Background: an optimization exercise with open tools, aiming at a short achievable clock period and few clock cycles. Do not read the settings as production practice.
In this exercise RTL edits were held to simulation tests only and were not proved equivalent to the original.

==> design.v <==
module processor2(
	input  logic        clk,
	input  logic        rst,
	output logic [15:0] imem_addr,
	input  logic [17:0] imem_data,
	output logic [15:0] dmem_addr,
	output logic [15:0] dmem_wdata,
	output logic        dmem_we,
	input  logic [15:0] dmem_rdata
	);
	localparam logic [5:0] OP_ADD = 6'h00, OP_SUB = 6'h01, OP_LW = 6'h02, OP_SW = 6'h03,
		OP_AND = 6'h04, OP_OR = 6'h05, OP_NAND = 6'h06, OP_NOR = 6'h07, OP_XOR = 6'h08,
		OP_XNOR = 6'h09, OP_ANDN = 6'h0A, OP_ORN = 6'h0B, OP_NANDN = 6'h0C, OP_NORN = 6'h0D,
		OP_XNORN = 6'h0E, OP_XORN = 6'h0F, OP_SLT = 6'h10, OP_BEQ = 6'h11, OP_BNE = 6'h12,
		OP_MULT = 6'h14, OP_DIV = 6'h15, OP_MFHI = 6'h16, OP_MFLO = 6'h17, OP_ASR = 6'h1A,
		OP_LSLV = 6'h1B, OP_LSRV = 6'h1C, OP_J = 6'h1D, OP_JR = 6'h1E, OP_MOD = 6'h1F,
		OP_ADDI = 6'h33;
	logic        rst_q;          
	logic [15:0] pc;             
	logic        iv;             
	logic [17:0] ir;
	logic [15:0] ipc;            
	logic        ires;           
	logic [15:0] rf [1:15];
	logic [15:0] hi, lo;
	logic [15:0] m_addr, m_wdata;
	logic        m_we;
	logic        ld_pend;        
	logic [3:0]  ld_dst;
	logic        dv_v   [1:3];   
	logic        dv_mod [1:3];
	logic [3:0]  dv_dst [1:3];
	logic [15:0] dv_rem [1:3];
	logic [15:0] dv_q   [1:3];
	logic [15:0] dv_x   [1:3];
	logic [15:0] dv_y   [1:3];
	assign imem_addr  = pc;
	assign dmem_addr  = m_addr;
	assign dmem_wdata = m_wdata;
	assign dmem_we    = m_we;
	logic [5:0] op;
	logic [3:0] fa, fb, fc;
	assign op = ir[17:12];
	assign fa = ir[11:8];
	assign fb = ir[7:4];
	assign fc = ir[3:0];
	logic is_alu, is_lw, is_sw, is_beq, is_bne, is_mult, is_div, is_mod, is_mfhi, is_mflo,
	      is_jr, is_addi, is_asr;
	assign is_alu  = (op <= OP_SLT && op != OP_LW && op != OP_SW && op != OP_BEQ) ||
	                 op == OP_ASR || op == OP_LSLV || op == OP_LSRV;
	assign is_lw   = op == OP_LW;
	assign is_sw   = op == OP_SW;
	assign is_beq  = op == OP_BEQ;
	assign is_bne  = op == OP_BNE;
	assign is_mult = op == OP_MULT;
	assign is_div  = op == OP_DIV;
	assign is_mod  = op == OP_MOD;
	assign is_mfhi = op == OP_MFHI;
	assign is_mflo = op == OP_MFLO;
	assign is_jr   = op == OP_JR;
	assign is_addi = op == OP_ADDI;
	assign is_asr  = op == OP_ASR;
	logic rd_a, rd_b;
	assign rd_a = is_alu || is_lw || is_sw || is_beq || is_bne || is_mult || is_div ||
	              is_mod || is_jr || is_addi;
	assign rd_b = (is_alu && !is_asr) || is_sw || is_beq || is_bne || is_mult || is_div || is_mod;
	logic [15:0] x, y;
	assign x = (fa == 4'd0) ? 16'd0 : rf[fa];
	assign y = (fb == 4'd0) ? 16'd0 : rf[fb];
	logic late_hit;
	always_comb begin
		late_hit = ld_pend && ld_dst != 4'd0 &&
		           ((rd_a && fa == ld_dst) || (rd_b && fb == ld_dst));
		for (int s = 1; s <= 3; s++) begin
			if (dv_v[s] && dv_mod[s] && dv_dst[s] != 4'd0 &&
			    ((rd_a && fa == dv_dst[s]) || (rd_b && fb == dv_dst[s])))
				late_hit = 1'b1;
			if (dv_v[s] && !dv_mod[s] && (is_mfhi || is_mflo))
				late_hit = 1'b1;
		end
	end
	logic stall, go;
	assign stall = iv && late_hit;
	assign go    = iv && !late_hit;
	logic        cin;
	logic [15:0] bb, sum, alu;
	assign cin = op == OP_SUB || op == OP_ANDN || op == OP_ORN || op == OP_NANDN ||
	             op == OP_NORN || op == OP_XNORN || op == OP_XORN || op == OP_SLT;
	assign bb  = cin ? ~x : x;
	assign sum = y + bb + {15'd0, cin};
	always_comb begin
		case (op)
			OP_ADD, OP_SUB:    alu = sum;
			OP_SLT:            alu = {15'd0, sum[15]};
			OP_AND, OP_ANDN:   alu = y & bb;
			OP_OR, OP_ORN:     alu = y | bb;
			OP_NAND, OP_NANDN: alu = ~(y & bb);
			OP_NOR, OP_NORN:   alu = ~(y | bb);
			OP_XOR, OP_XORN:   alu = y ^ bb;
			OP_XNOR, OP_XNORN: alu = ~(y ^ bb);
			OP_ASR:            alu = {x[15], x[15:1]};
			OP_LSLV:           alu = x << y[3:0];
			OP_LSRV:           alu = x >> y[3:0];
			default:           alu = 16'd0;
		endcase
	end
	logic [15:0] addr;           
	assign addr = x + {12'd0, fc};
	logic        xw;
	logic [3:0]  xw_dst;
	logic [15:0] xw_val;
	always_comb begin
		xw     = go && (is_alu || is_addi || is_mfhi || is_mflo);
		xw_dst = (is_addi || is_mfhi || is_mflo) ? fb : fc;
		xw_val = is_addi ? addr : is_mfhi ? hi : is_mflo ? lo : alu;
	end
	logic       kill_w;
	logic [3:0] kill_dst;
	assign kill_w   = go && (is_alu || is_addi || is_mfhi || is_mflo || is_lw || is_mod);
	assign kill_dst = (is_addi || is_mfhi || is_mflo || is_lw) ? fb : fc;
	function automatic logic [19:0] dstep(input logic [15:0] rem, input logic [3:0] xb,
	                                      input logic [15:0] yv);
		logic [16:0] r;
		logic [3:0]  q;
		r = {1'b0, rem};
		for (int i = 3; i >= 0; i--) begin
			r = {r[15:0], xb[i]};
			if (r >= {1'b0, yv}) begin
				r = r - {1'b0, yv};
				q[i] = 1'b1;
			end else
				q[i] = 1'b0;
		end
		dstep = {r[15:0], q};
	endfunction
	logic [19:0] d0, d1, d2, d3;
	assign d0 = dstep(16'd0, x[15:12], y);
	assign d1 = dstep(dv_rem[1], dv_x[1][11:8], dv_y[1]);
	assign d2 = dstep(dv_rem[2], dv_x[2][7:4], dv_y[2]);
	assign d3 = dstep(dv_rem[3], dv_x[3][3:0], dv_y[3]);
	logic [15:0] mod_res, div_res;
	assign mod_res = d3[19:4];
	assign div_res = {dv_q[3][15:4], d3[3:0]};
	logic        eq, mispred, redirect;
	logic [15:0] ipc1, btarget, rtarget;
	assign eq       = x == y;
	assign ipc1     = ipc + 16'd1;
	assign btarget  = ipc1 + {{12{fc[3]}}, fc};
	assign mispred  = (is_beq || is_bne) && eq;
	assign redirect = go && !ires && (mispred || is_jr);
	assign rtarget  = is_jr ? x : is_beq ? btarget : ipc1;
	logic [15:0] pc1;
	logic [15:0] tgt [0:15];
	assign pc1 = pc + 16'd1;
	always_comb begin
		logic [3:0] kv;
		for (int k = 0; k < 16; k++) begin
			kv = k;
			tgt[k] = pc1 + {{12{kv[3]}}, kv};
		end
	end
	logic [255:0] tgt_flat;
	always_comb
		for (int k = 0; k < 16; k++)
			tgt_flat[16*k +: 16] = tgt[k];
	logic [255:0] rn_flat;
	logic [15:0]  rn_zero, rn_ok;
	always_comb begin
		logic [15:0] v;
		logic        ok;
		rn_flat[15:0] = 16'd0;
		rn_zero[0]    = 1'b1;
		rn_ok[0]      = 1'b1;
		for (int k = 1; k < 16; k++) begin
			v  = (xw && xw_dst == k) ? xw_val : rf[k];
			ok = !(ld_pend && ld_dst == k) && !(kill_w && kill_dst == k && !xw);
			for (int s = 1; s <= 3; s++)
				if (dv_v[s] && dv_mod[s] && dv_dst[s] == k) ok = 1'b0;
			if (xw && xw_dst == k) ok = 1'b1;
			rn_flat[16*k +: 16] = v;
			rn_zero[k] = v == 16'd0;
			rn_ok[k]   = ok;
		end
	end
	logic [15:0] pc_d;
	logic        f_res;
	fetch_next fetch_next_i(
		.d(imem_data), .pc(pc), .pc1(pc1), .tgt(tgt_flat), .rn(rn_flat), .rn_zero(rn_zero),
		.rn_ok(rn_ok), .redirect(redirect), .stall(stall), .rst_q(rst_q), .rtarget(rtarget),
		.next(pc_d), .resolved(f_res)
	);
	always_ff @(posedge clk) begin
		rst_q <= rst;
		pc <= pc_d;
		if (rst_q) begin
			iv      <= 1'b0;
			m_we    <= 1'b0;
			ld_pend <= 1'b0;
		end else begin
			if (redirect)
				iv <= 1'b0;
			else if (!stall)
				iv <= 1'b1;
			m_we    <= go && is_sw;
			ld_pend <= go && is_lw;
		end
		if (!stall) begin
			ir   <= imem_data;
			ipc  <= pc;
			ires <= f_res;
		end
		if (go && (is_lw || is_sw)) begin
			m_addr  <= addr;
			m_wdata <= y;
		end
		if (go && is_lw) ld_dst <= fb;
	end
	always_ff @(posedge clk) begin
		dv_v[1]   <= !rst_q && go && (is_div || is_mod);
		dv_mod[1] <= is_mod;
		dv_dst[1] <= fc;
		dv_rem[1] <= d0[19:4];
		dv_q[1]   <= {d0[3:0], 12'd0};
		dv_x[1]   <= x;
		dv_y[1]   <= y;
		for (int s = 2; s <= 3; s++) begin
			dv_v[s]   <= !rst_q && dv_v[s-1] &&
			             !(dv_mod[s-1] ? (kill_w && kill_dst == dv_dst[s-1]) : (go && is_mult));
			dv_mod[s] <= dv_mod[s-1];
			dv_dst[s] <= dv_dst[s-1];
			dv_x[s]   <= dv_x[s-1];
			dv_y[s]   <= dv_y[s-1];
		end
		dv_rem[2] <= d1[19:4];
		dv_q[2]   <= {dv_q[1][15:12], d1[3:0], 8'd0};
		dv_rem[3] <= d2[19:4];
		dv_q[3]   <= {dv_q[2][15:8], d2[3:0], 4'd0};
	end
	always_ff @(posedge clk) begin
		for (int r = 1; r < 16; r++) begin
			if (xw && xw_dst == r)
				rf[r] <= xw_val;
			else if (ld_pend && ld_dst == r)
				rf[r] <= dmem_rdata;
			else if (dv_v[3] && dv_mod[3] && dv_dst[3] == r)
				rf[r] <= mod_res;
		end
	end
	always_ff @(posedge clk) begin
		if (go && is_mult)
			{hi, lo} <= {16'd0, x} * {16'd0, y};
		else if (dv_v[3] && !dv_mod[3]) begin
			hi <= 16'd0;
			lo <= div_res;
		end
	end
endmodule
module fetch_next(
	input  logic [17:0]  d,          
	input  logic [15:0]  pc,
	input  logic [15:0]  pc1,        
	input  logic [255:0] tgt,        
	input  logic [255:0] rn,         
	input  logic [15:0]  rn_zero,    
	input  logic [15:0]  rn_ok,      
	input  logic         redirect,   
	input  logic         stall,      
	input  logic         rst_q,
	input  logic [15:0]  rtarget,
	output logic [15:0]  next,
	output logic         resolved    
	);
	logic f_j, f_jr, f_beq, f_bne;
	assign f_j   = d[17:12] == 6'h1D;
	assign f_jr  = d[17:12] == 6'h1E;
	assign f_beq = d[17:12] == 6'h11;
	assign f_bne = d[17:12] == 6'h12;
	logic [15:0] ftgt, fjr;
	logic        a_ok, a_zero, b_r0;
	always_comb begin
		ftgt   = 16'd0;
		fjr    = 16'd0;
		a_ok   = 1'b0;
		a_zero = 1'b0;
		for (int k = 0; k < 16; k++) begin
			if (d[3:0] == k) ftgt = tgt[16*k +: 16];
			if (d[11:8] == k) begin
				fjr    = rn[16*k +: 16];
				a_ok   = rn_ok[k];
				a_zero = rn_zero[k];
			end
		end
		b_r0 = d[7:4] == 4'd0;
	end
	logic zres;    
	assign zres     = b_r0 && a_ok;
	assign resolved = ((f_beq || f_bne) && zres) || (f_jr && a_ok);
	always_comb begin
		if (rst_q)                next = 16'd0;
		else if (redirect)        next = rtarget;
		else if (stall)           next = pc;
		else if (f_j)             next = {4'd0, d[11:0]};
		else if (f_jr && a_ok)    next = fjr;
		else if (f_beq && zres)   next = a_zero ? ftgt : pc1;
		else if (f_bne && zres)   next = a_zero ? pc1 : ftgt;
		else if (f_bne)           next = ftgt;
		else                      next = pc1;
	end
endmodule
==> run.sh <==
#!/bin/bash
# synth_recipe.tcl (not shown) runs the flow's synth.tcl, then flattens the netlist and writes it again
# the make line also repeats each setting of config.mk as NAME=value (left out here)
make -C /OpenROAD-flow-scripts/flow DESIGN_CONFIG=/design/flow/config.mk WORK_HOME=/design/flow/orfs CLKGATE_MAP_FILE= SYNTH_SCRIPT=/design/flow/synth_recipe.tcl finish
==> config.mk <==
export PLATFORM = sky130hd
export DESIGN_NAME = processor2
export DESIGN_NICKNAME = processor2
export VERILOG_FILES = /design/flow/design.v
export SDC_FILE = /design/flow/constraint.sdc
export NUM_CORES = 4
export LEC_CHECK = 0
export CAP_MARGIN = 20
export CORE_MARGIN = 2
export CORE_UTILIZATION = 40
export SLEW_MARGIN = 20
export SYNTH_HIERARCHICAL = 1
==> constraint.sdc <==
create_clock -name core_clock -period 100.0 [get_ports {clk}]
set_input_delay 20.0000 -clock core_clock [delete_from_list [all_inputs] [get_ports {clk}]]
set_output_delay 20.0000 -clock core_clock [all_outputs]
set_load 0.01 [all_outputs]
==> impl_metrics.prom <==
# TYPE chip_impl_metric gauge
chip_impl_metric{name="initialDrtViolationCount",unit=""} 11270
chip_impl_metric{name="worstSkewPairLatency",unit="ns"} 0.76
chip_impl_metric{name="timing.setup.tns",unit="ns"} 0
chip_impl_info{name="critPathSlowestCell",value="sky130_fd_sc_hd__buf_4"} 1
chip_impl_metric{name="drt_first_pass_iters",unit=""} 9
chip_impl_metric{name="global_route_wire_length_before_repair",unit="mm"} 564
chip_impl_metric{name="yosys.area_share.adder",unit="%"} 14.5
chip_impl_metric{name="sink_count_of_the_clock_tree",unit=""} 525
chip_impl_metric{name="finalNetCount",unit=""} 9174
chip_impl_info{name="critical_register_to_register_path_endpoint",value="dv_rem[1][14]"} 1
chip_impl_metric{name="timing.clock.skew",unit="ns"} 0.0696
chip_impl_metric{name="route.met2.wl",unit="mm"} 163
chip_impl_info{name="worst_setup_path_startpoint",value="imem_data[8]"} 1
chip_impl_metric{name="avgSynthCellArea",unit="um2"} 7.84
chip_impl_metric{name="cpPeakStageDelay",unit="ns"} 0.73
chip_impl_info{name="synth_top_cells_by_area",value="sky130_fd_sc_hd__edfxtp_1 (15%), sky130_fd_sc_hd__ha_1 (8.2%), sky130_fd_sc_hd__fa_1 (6.3%)"} 1
chip_impl_info{name="cts_root_buffer",value="sky130_fd_sc_hd__clkbuf_16"} 1
chip_impl_metric{name="vias",unit=""} 74824
chip_impl_metric{name="post-route-period-util",unit="%"} 23.2
chip_impl_metric{name="die_x",unit="um"} 414
chip_impl_info{name="tritoncts",value="yes"} 1
chip_impl_metric{name="die_area",unit="um2"} 172000
chip_impl_metric{name="drt_drc_violations_left",unit=""} 0
chip_impl_metric{name="tightestPinTransition",unit="ns"} 1.40
chip_impl_metric{name="met1Wirelength",unit="mm"} 162
chip_impl_metric{name="synth_largest_type_area_fraction",unit="%"} 15.3
chip_impl_metric{name="synth-seq-area-share",unit="%"} 20.7
chip_impl_metric{name="final_setup_violating_endpoints",unit=""} 0
chip_impl_metric{name="cp.arrival",unit="ns"} 23.77
chip_impl_metric{name="critical_path_required",unit="ns"} 100.57
chip_impl_info{name="critical_path_class",value="in2reg"} 1
chip_impl_info{name="synth_top_cell_by_area",value="sky130_fd_sc_hd__edfxtp_1"} 1
chip_impl_metric{name="final-hold-violation-count",unit=""} 0
chip_impl_metric{name="synth-edff-count",unit=""} 343
chip_impl_metric{name="flip_flop_and_latch_count_after_synthesis",unit=""} 525
chip_impl_metric{name="cts_hold_repair.buffers",unit=""} 0
chip_impl_metric{name="grt_pass1_vias",unit=""} 68177
chip_impl_metric{name="rr_worst_depth",unit=""} 50
chip_impl_metric{name="slew_headroom",unit="%"} 6.43
chip_impl_metric{name="cts.clk_slew.worst_paths",unit="ns"} 0.06
chip_impl_metric{name="cts_post_setup_buffers_inserted",unit=""} 0
chip_impl_info{name="critPathCaptureType",value="flip-flop"} 1
chip_impl_info{name="crit_path_frequent_cell",value="sky130_fd_sc_hd__buf_4"} 1
chip_impl_metric{name="syn_inst",unit=""} 8585
chip_impl_info{name="main_combinational_cell_family_by_area_after_synthesis",value="compound AO/OA/AOI/OAI gates"} 1
chip_impl_metric{name="cts_buffer_depth",unit=""} 3
chip_impl_metric{name="met3_length",unit="mm"} 56.5
chip_impl_info{name="grt_setup_unrepaired",value="false"} 1
chip_impl_metric{name="detailedPlacementHpwl",unit="mm"} 310
chip_impl_metric{name="antenna_violations_before_repair",unit=""} 54
chip_impl_info{name="netlist_top_cells_count",value="sky130_fd_sc_hd__nand2_1 (868), sky130_fd_sc_hd__nor2_1 (846), sky130_fd_sc_hd__a21oi_1 (564)"} 1
chip_impl_metric{name="synth_xor_area_share",unit="%"} 6.25
chip_impl_metric{name="grt_remaining_overflow",unit=""} 0
chip_impl_info{name="synth_flop_cell",value="sky130_fd_sc_hd__edfxtp_1"} 1
chip_impl_metric{name="tritoncts.num_buffers",unit=""} 73
chip_impl_metric{name="htreeDepth",unit=""} 3
chip_impl_metric{name="fin_hold_ws",unit="ns"} 0.325
chip_impl_metric{name="postRouteAntennaNets",unit=""} 0
chip_impl_metric{name="layout-drive-gt1-share",unit="%"} 10.1
chip_impl_metric{name="period_minus_slack",unit="ns"} 23.20
chip_impl_metric{name="layout.cells.non_filler",unit=""} 10782
chip_impl_info{name="crit_path_to",value="pc[8]"} 1
chip_impl_metric{name="cts_resized",unit=""} 0
chip_impl_metric{name="synth_simple_gate_area_share",unit="%"} 21.5
chip_impl_metric{name="cap_viol_max_count",unit=""} 0
chip_impl_metric{name="yosysUniqueCellTypes",unit=""} 125
chip_impl_metric{name="final_max_slew_viol_count",unit=""} 0
chip_impl_metric{name="detail_route.wirelength",unit="mm"} 415
chip_impl_metric{name="globalplace.congestion",unit=""} 1.12
chip_impl_info{name="synth_most_common_cell",value="sky130_fd_sc_hd__nand2_1"} 1
chip_impl_metric{name="synth-warning-count",unit=""} 33
chip_impl_metric{name="grt_start_max_net_pins",unit=""} 95
chip_impl_metric{name="core",unit="um2"} 167000
chip_impl_metric{name="synthToLayoutAreaGrowth",unit="%"} 10.1
chip_impl_metric{name="synthArstFlopShare",unit="%"} 0
chip_impl_metric{name="timing.critical_path.fanout_max",unit=""} 49
chip_impl_metric{name="floorplan.io_pins",unit=""} 85
chip_impl_metric{name="fp-row-count",unit=""} 150
chip_impl_metric{name="start_util",unit="%"} 40.3
chip_impl_metric{name="place.port_buffers",unit=""} 84
chip_impl_metric{name="grt_usage",unit="%"} 46.5
chip_impl_info{name="hold_path_class",value="reg2reg"} 1
chip_impl_metric{name="maxClockFrequency",unit="MHz"} 43.1
chip_impl_info{name="status",value="timing/DRC/antenna clean"} 1
chip_impl_info{name="top_layer_used",value="met5"} 1
chip_impl_metric{name="reg2reg_setup_slack",unit="ns"} 84.85
chip_impl_metric{name="dp_cell_count",unit=""} 10610
chip_impl_metric{name="yosys-mux-area-fraction",unit="%"} 6.72
chip_impl_metric{name="routed_vias_inst",unit=""} 6.94
chip_impl_metric{name="dieHeight",unit="um"} 414
chip_impl_metric{name="routed_len_inst",unit="um"} 38.5
chip_impl_info{name="critical_path.cell_chain",value="buf_4 > buf_4 > mux4_2 > a221oi_2 > o21ai_4 > nand3_2 > a21o_2 > nand2_1 > a2111oi_0 > nor3_1"} 1
chip_impl_metric{name="synth-compound-area-share",unit="%"} 23.4
chip_impl_metric{name="synthesis.area",unit="um2"} 67300
chip_impl_info{name="crit_path_start_kind",value="primary input"} 1
chip_impl_info{name="reg2reg_launch_point",value="ir[6]"} 1
## metrics by stage
step           utilization, %  setup slack [ns]  cell area, um2
2_1_floorplan               -             78.00           67300
3_3_place_gp             42.7             76.18           71300
3_5_place_dp             42.7             76.18           71300
4_1_cts                  44.2             76.91           73900
5_1_grt                  44.3             76.57           74000
6_report                 44.3             76.80           74100
## registers in the layout, indices dropped and copies added (netlist names), 18 cells and up
register,cells
dv_x,24
dv_rem,48
ir,18
rf,240
dv_q,24
dv_y,48
## Yosys stat by module (local to each module, per instance)
module | cells inside | cell area (um2)
processor2 | 7614 | 60500
fetch_next | 971 | 6810
## final cells by class
class,count,area [um2]
tap,2204,2760
inverter,542,2040
timing repair buffer,399,3240
fill,16936,93000
clock inverter,48,581
antenna,38,95.1
clock buffer,83,1970
sequential,525,13900
multi-input combinational,6943,49400
## critical path: cells and delay by family
family / cells / cell delay [ns]
compound gates: 4 / 1.46
buf+inv: 2 / 1.21
mux: 1 / 0.62
simple gates: 3 / 0.40
## layout by cell type (no fill, tap or decap), types with 74 or more instances in the layout
| master | count |
|---|---|
| sky130_fd_sc_hd__nand2_1 | 865 |
| sky130_fd_sc_hd__and3_1 | 78 |
| sky130_fd_sc_hd__clkbuf_16 | 77 |
| sky130_fd_sc_hd__nor4_1 | 86 |
| sky130_fd_sc_hd__fa_1 | 212 |
| sky130_fd_sc_hd__dfxtp_1 | 182 |
| sky130_fd_sc_hd__a21oi_1 | 560 |
| sky130_fd_sc_hd__nor3_1 | 298 |
| sky130_fd_sc_hd__inv_1 | 516 |
| sky130_fd_sc_hd__o31ai_1 | 87 |
| sky130_fd_sc_hd__a211oi_1 | 143 |
| sky130_fd_sc_hd__clkdlybuf4s50_1 | 74 |
| sky130_fd_sc_hd__ha_1 | 442 |
| sky130_fd_sc_hd__nand3_1 | 190 |
| sky130_fd_sc_hd__a21o_1 | 145 |
| sky130_fd_sc_hd__nor2b_1 | 104 |
| sky130_fd_sc_hd__nor2_1 | 826 |
| sky130_fd_sc_hd__or3_1 | 107 |
| sky130_fd_sc_hd__mux2_2 | 166 |
| sky130_fd_sc_hd__mux2i_1 | 164 |
| sky130_fd_sc_hd__nand2b_1 | 84 |
| sky130_fd_sc_hd__o21ai_0 | 506 |
| sky130_fd_sc_hd__xor2_1 | 111 |
| sky130_fd_sc_hd__buf_4 | 312 |
| sky130_fd_sc_hd__xnor2_1 | 363 |
| sky130_fd_sc_hd__a31oi_1 | 118 |
| sky130_fd_sc_hd__edfxtp_1 | 343 |
## per-layer routing
layer / vias to the layer above / global-route usage (%)
met2: 5772 / 64.4
met4: 42 / 30.7
met5: - / 0.0834
li1: 30992 / -
met3: 1412 / 17.2
met1: 36606 / 60.1
## worst min path at each step
stage,cells after the start,to,slack [ns],start
2_1_floorplan,0,dv_q[2][12],0.31,dv_q[1][12]
3_3_place_gp,0,dv_q[2][12],0.31,dv_q[1][12]
3_5_place_dp,0,dv_q[3][9],0.31,dv_q[2][9]
4_1_cts,0,dv_q[2][12],0.33,dv_q[1][12]
5_1_grt,0,dv_x[2][7],0.33,dv_x[1][7]
6_report,0,dv_q[2][12],0.32,dv_q[1][12]
## cell families after synthesis
logic type	Yosys count
flip-flops	525
adder cells (fa/ha/maj)	654
XOR/XNOR	480
buffers and inverters	1133
multiplexers	382
other	2
AND/OR/NAND/NOR	3034
AO/OA/AOI/OAI	2375
Testbench counts, summed over its fixed seeds: cycles 29,162.

## what the ideal ports hide
No port has a modelled driver above. Below, the same layout with a new extraction and two added sets of constraints. Step 1: set_driving_cell puts a clkbuf_16 on clk and a buf_2 on each other input, an assumption about the parent block. Step 2 adds t to the input delays and takes it off the output delays; t is the mean of the earliest and latest rising clock arrival at the registers after step 1. Input paths then give back, and output paths get back, about the clock's delay inside the block. a / b / c = ideal / step 1 / step 2; a / b = the first two.
t (ns): 0.800
setup WS [ns]: 76.799 / 76.838 / 76.038
hold WS [ns]: 0.325 / 0.325 / 0.325
After both steps setup and hold are still met in this run. The setup slack of this run moves by +0.039 ns with the drivers and by -0.761 ns with both steps.
